Source: an optimization exercise on an open RTL-to-GDS flow (aim: small area, a short achievable clock period and few clock cycles). Production flows keep margins and buffers that such runs may drop.
Where RTL was checked, it was by simulation tests only, not by an equivalence proof against the original.

Design complex_mean_square, start of the top module:
module complex_mean_square (
    input wire i_clk,
    input wire i_arst,
    input wire i_en,
    input wire [2:0] i_log2_samples,
    input wire        i_valid,
    input wire [31:0] i_y,
    input wire [31:0] i_y_hat,
    output reg        o_valid,
    output reg [63:0] o_data
);
export LEC_CHECK = 0
export CAP_MARGIN = 20
export CORE_MARGIN = 2
export CORE_UTILIZATION = 40
export SLEW_MARGIN = 20
export SYNTH_HIERARCHICAL = 1
export SYNTH_MINIMUM_KEEP_SIZE = 0
create_clock -name core_clock -period 13.5 [get_ports {i_clk}]
standard.sh (not shown) runs the stock make flow with config.mk's settings and CLKGATE_MAP_FILE= SYNTH_SCRIPT=/design/flow/synth_recipe.tcl, a recipe that flattens the netlist after the stock synthesis.
==> flow/flow/run.sh <==
#!/bin/bash
# The standard layout, with timing repair aimed at a shorter period than the
# clock's: the constraints are unchanged, repair_timing gets a setup margin
# and may resize cells to other footprints; the ports get plain buffers.
set -euo pipefail
bash standard.sh SETUP_SLACK_MARGIN=9.5 MATCH_CELL_FOOTPRINT=0 \
  "BUFFER_PORTS_ARGS=-buffer_cell sky130_fd_sc_hd__buf_2" finish > standard_flow.log 2>&1
The baseline finished with timing, DRC and antenna clean.
Change:
- CORE_UTILIZATION: 40 -> 60
Outcome: Worst setup slack is better by 0.035 ns. Final area shrinks slightly. Hold slack barely changes. Utilization grows by 21 points. Final cell count shrinks by a little under a tenth. Global-route usage grows by 10 points. Via count does not change. Synthesized cell count does not change. Sequential share of layout area grows by 0.27 points. Die area shrinks by a quarter to a third.
Function was not checked in any run of this note: the RTL went through the layout flow alone.

========
Setup of main:
Another version of the RTL of complex_mean_square (not shown whole).
Size in the first run: roughly 2800 cells after synthesis, roughly 240 flip-flops, about 140 I/O pins.
// complex_mean_square
module complex_mean_square (
    input wire i_clk,
    input wire i_arst,
    input wire i_en,
    input wire [2:0] i_log2_samples,
    input wire        i_valid,
    input wire [31:0] i_y,
    input wire [31:0] i_y_hat,
    output reg        o_valid,
    output reg [63:0] o_data
);
clock: 13.5 ns
lec_check: 0
cap_margin: 20
core_margin: 2
core_utilization: 40
slew_margin: 20
synth_hierarchical: 1
synth_minimum_keep_size: 0
==> flow/flow/run.sh <==
#!/bin/bash
# The standard layout, with timing repair aimed at a shorter period than the
# clock's (the constraints are unchanged; only repair_timing's setup margin).
set -euo pipefail
bash standard.sh SETUP_SLACK_MARGIN=9.0 finish > standard_flow.log 2>&1
Relative to main, the following input files were edited for the feature branch:
==> flow/flow/run.sh <==
#!/bin/bash
# The standard layout, with timing repair aimed at a shorter period than the
# clock's: the constraints are unchanged, repair_timing gets a setup margin
# and may resize cells to other footprints.
set -euo pipefail
bash standard.sh SETUP_SLACK_MARGIN=9.5 MATCH_CELL_FOOTPRINT=0 finish > standard_flow.log 2>&1
--- outcome ---
- Compared with main, in the feature branch fmax rose by 27 MHz, pin count of the biggest net entering global routing fell by 31%.
- Higher overall track demand over capacity in global routing goes to the feature branch over main.
- Diff main -> the feature branch: routed wire length rose 3600 um; post-route fraction of the period consumed by the critical path shows a reduction of 3.5 points.
- Between the feature branch and main, fraction of final layout cells with drive strength greater than 1 is higher for the feature branch, main comes in under that.
- Going from main to the feature branch, first-pass GRT wire length grows by 2.1%.
- The net total in the final layout in the feature branch sits about 1.7% above the value recorded for main.
- Compared with main, the feature branch shows a signed area change from the synthesized netlist to the final layout that is 6.6 points higher.
Function was not checked in any run of this note: the RTL went through the layout flow alone.

========
== build 63 ==
Another version of the RTL of complex_mean_square (not shown whole).
For scale: about 2400 cells after synthesis, about 240 flip-flops, roughly 140 I/O pins.
Settings: LEC_CHECK=0, CAP_MARGIN=20, CORE_MARGIN=2, CORE_UTILIZATION=60, SLEW_MARGIN=20, SYNTH_HIERARCHICAL=1, SYNTH_MINIMUM_KEEP_SIZE=0; clock period 13.5 ns.
==> flow/flow/run.sh <==
#!/bin/bash
# The standard layout, with timing repair aimed at a shorter period than the
# clock's: the constraints are unchanged, repair_timing gets a setup margin
# and may resize cells to other footprints; the ports get plain buffers.
set -euo pipefail
bash standard.sh SETUP_SLACK_MARGIN=9.7 MATCH_CELL_FOOTPRINT=0 \
  "BUFFER_PORTS_ARGS=-buffer_cell sky130_fd_sc_hd__buf_2" finish > standard_flow.log 2>&1
Testbench counts of build 63, summed over its fixed seeds: cycles 15,043.
### build 63 -> build 40
-- flow/flow/run.sh --
<<< build 63, line 6
bash standard.sh SETUP_SLACK_MARGIN=9.7 MATCH_CELL_FOOTPRINT=0 \
>>> build 40, line 6
bash standard.sh SETUP_SLACK_MARGIN=9.3 MATCH_CELL_FOOTPRINT=0 \
==> comparison <==
- Build 40 ran to completion and came out clean on the timing, DRC and antenna checks.
- Diff build 63 -> build 40: sum of met3 wire segment lengths after detailed routing now smaller.
#### Input delta (build 79 over build 40)
-- flow/flow/run.sh --
<<< build 40, line 6
bash standard.sh SETUP_SLACK_MARGIN=9.3 MATCH_CELL_FOOTPRINT=0 \
>>> build 79, line 6
bash standard.sh SETUP_SLACK_MARGIN=9.5 MATCH_CELL_FOOTPRINT=0 \
Results
The final instance count without filler cells of build 40 and that of build 79 are within noise of each other.
Routability congestion estimate from global placement was higher in build 40 than in build 79.
[diff] final area, build 79 relative to build 40: regression
Taking build 40 as the reference, in build 79 number of global-route vias before repair neither gained nor lost much, area overhead of the layout relative to synthesis picked up an extra 1.3 points.
> inputs changed (build 79 -> build 20)
-- flow/config.mk --
<<< build 79, line 11
>>> build 20, line 11
export PLACE_DENSITY = 0.8
Results
Changes observed in build 20 relative to build 79: global placer's final weighted congestion up 0.023, number of ports placed on the die boundary about even.
Per the comparison of build 20 with build 79, final setup slack of the worst path lost 0.0088 ns, source-to-sink clock delay at the later pin of the worst-skew pair has remained practically unchanged.
Between build 20 and build 79, the cell count does not differ in any meaningful way.

========
Setup of run 1:
Another version of the RTL of complex_mean_square (not shown whole).
Size: roughly 2700 cells after synthesis, roughly 240 flip-flops, about 140 I/O pins, roughly 26000 sq um of cells after synthesis.
Settings: LEC_CHECK=0, CAP_MARGIN=20, CORE_MARGIN=2, CORE_UTILIZATION=40, SLEW_MARGIN=20, SYNTH_HIERARCHICAL=1, SYNTH_MINIMUM_KEEP_SIZE=0; clock period 13.5 ns.
==> flow/flow/run.sh <==
#!/bin/bash
# The standard layout, with timing repair aimed at a shorter period than the
# clock's: the constraints are unchanged, repair_timing gets a setup margin
# and may resize cells to other footprints.
set -euo pipefail
bash standard.sh SETUP_SLACK_MARGIN=9.5 MATCH_CELL_FOOTPRINT=0 finish > standard_flow.log 2>&1
Run 1: PASS, flow complete, no timing, DRC or antenna violations
Testbench counts of run 1, summed over its fixed seeds: cycles 15,043.
Edits applied to the flow inputs when going from run 1 to run 2:
==> flow/flow/run.sh <==
#!/bin/bash
# The standard layout, with timing repair aimed at a shorter period than the
# clock's: the constraints are unchanged, repair_timing gets a setup margin
# and may resize cells to other footprints, and the buffers that synthesis
# put in are taken out at floorplan (repair puts back those that are needed).
set -euo pipefail
bash standard.sh SETUP_SLACK_MARGIN=9.5 MATCH_CELL_FOOTPRINT=0 REMOVE_ABC_BUFFERS=1 finish > standard_flow.log 2>&1
Notes after the runs:
- Run 2 | stages: all done | timing, DRC, antenna: all pass
- In terms of cell count, run 1 and run 2 differ only marginally.
- Setup slack (higher): run 1
- Non-clock buffer count of run 2 falls short of that of run 1 by a few percent.
- Any difference in multi-input combinational cell area between run 2 and run 1 is small enough to ignore.
## Diff of input files: run 3 against run 2
Settings: putting CTS_BUF_LIST at sky130_fd_sc_hd__clkbuf_4 where nothing was set.
==> flow/flow/run.sh <==
#!/bin/bash
# The standard layout, with timing repair aimed at a shorter period than the
# clock's: the constraints are unchanged, repair_timing gets a setup margin
# and may resize cells to other footprints; the ports get plain buffers.
set -euo pipefail
bash standard.sh SETUP_SLACK_MARGIN=9.5 MATCH_CELL_FOOTPRINT=0 \
  "BUFFER_PORTS_ARGS=-buffer_cell sky130_fd_sc_hd__buf_2" finish > standard_flow.log 2>&1
- From run 2 to run 3 the numbers moved as follows: number of setup violations in the final report essentially unchanged; vias per cell decreased 1.7%; count of non-CTS buffers in the layout increased about 8%; HPWL after detailed placement decreased about 1.1%.
- The final layout from run 3, which completed every stage, passed the timing, DRC and antenna checks at the end of the flow.

========
before:
complex_mean_square with an RTL version that a note above also has.
Size: ~240 flip-flops, about 140 I/O pins.
==> flow/design.v (excerpt) <==
module complex_mean_square (
    input wire i_clk,
    input wire i_arst,
    input wire i_en,
    input wire [2:0] i_log2_samples,
    input wire        i_valid,
    input wire [31:0] i_y,
    input wire [31:0] i_y_hat,
    output reg        o_valid,
    output reg [63:0] o_data
);
==> flow/config.mk <==
export PLATFORM = sky130hd
export DESIGN_NAME = complex_mean_square
export DESIGN_NICKNAME = complex_mean_square
export VERILOG_FILES = /design/flow/design.v
export SDC_FILE = /design/flow/constraint.sdc
export NUM_CORES = 4
export LEC_CHECK = 0
export CAP_MARGIN = 0
export CORE_MARGIN = 2
export CORE_UTILIZATION = 60
export SLEW_MARGIN = 0
export SYNTH_HIERARCHICAL = 1
export SYNTH_MINIMUM_KEEP_SIZE = 0
==> flow/constraint.sdc <==
create_clock -name core_clock -period 13.5 [get_ports {i_clk}]
set_input_delay 2.7000 -clock core_clock [delete_from_list [all_inputs] [get_ports {i_clk}]]
set_output_delay 2.7000 -clock core_clock [all_outputs]
set_load 0.01 [all_outputs]
==> flow/flow/run.sh <==
#!/bin/bash
# The standard layout, with timing repair aimed at a shorter period than the
# clock's: the constraints are unchanged, repair_timing gets a setup margin
# and may resize cells to other footprints; the ports get plain buffers.
set -euo pipefail
bash standard.sh SETUP_SLACK_MARGIN=9.5 MATCH_CELL_FOOTPRINT=0 \
  "BUFFER_PORTS_ARGS=-buffer_cell sky130_fd_sc_hd__buf_2" finish > standard_flow.log 2>&1
Testbench counts of before, summed over its fixed seeds: cycles 15,043.
Input-level comparison between after and before:
- a change of CAP_MARGIN from 0 to 20
- a change of SLEW_MARGIN from 0 to 20
==> flow/run.sh (new file) <==
#!/bin/bash
# synth_recipe.tcl (not shown) runs the flow's synth.tcl, then flattens the netlist and writes it again
# the make line also repeats each setting of config.mk as NAME=value (left out here)
make -C /OpenROAD-flow-scripts/flow DESIGN_CONFIG=/design/flow/config.mk WORK_HOME=/design/flow/orfs CLKGATE_MAP_FILE= SYNTH_SCRIPT=/design/flow/synth_recipe.tcl finish
removed: flow/flow/run.sh
removed: flow/standard.sh
Results
First-pass GRT wire length: higher on after
Per the comparison of after with before, footprint of the flip-flops and latches held steady; floorplan die height saw little to no change; share of the clock period used by the worst path went up by 4.5 points.
Cell at the slowest stage of the critical path = sky130_fd_sc_hd__clkdlybuf4s50_1: after; cell at the slowest stage of the critical path = sky130_fd_sc_hd__fa_2: before

afterwards: timing with drivers on the ports:
How much do the figures lean on ideal ports? The routed layouts below were timed once more, with nothing changed but the port constraints. Step 1 sets driving cells, clkbuf_16 on the clock port and buf_2 on the other inputs (assumed; they add their load-dependent delay and slew). Step 2, shift: input delay + t, output delay - t, t = (earliest + latest rising clock arrival at the registers) / 2. This alone moves slack from input paths to output paths. Slacks: ideal / step 1 / step 2; pairs: ideal / step 1.
run | t, ns | setup WS [ns] | worst setup path at the end
the first run of note 1 | 0.638 | 9.548 / 9.486 / 8.983 | input to register
the second run of note 1 | 0.624 | 9.582 / 9.542 / 9.009 | input to register
main | 0.638 | 9.059 / 9.003 / 8.509 | input to register
the feature branch | 0.625 | 9.535 / 9.530 / 8.947 | input to register
build 63 | 0.618 | 9.514 / 9.547 / 8.929 | input to register
build 40 | 0.625 | 9.445 / 9.445 / 8.913 | input to register
build 79 | 0.615 | 9.540 / 9.578 / 8.963 | input to register
build 20 | 0.616 | 9.531 / 9.554 / 8.938 | input to register
run 1 | 0.633 | 9.519 / 9.519 / 8.917 | input to register
run 2 | 0.637 | 9.430 / 9.463 / 8.827 | input to register
run 3 | 0.843 | 9.485 / 9.427 / 9.014 | input to register
before | 0.613 | 9.541 / 9.579 / 8.966 | input to register
after | 0.614 | 8.929 / 8.966 / 8.352 | input to register
After both steps every run listed still meets setup and hold. The setup slack of run 2, which loses most, moves by +0.033 ns with the drivers and by -0.603 ns with both steps.
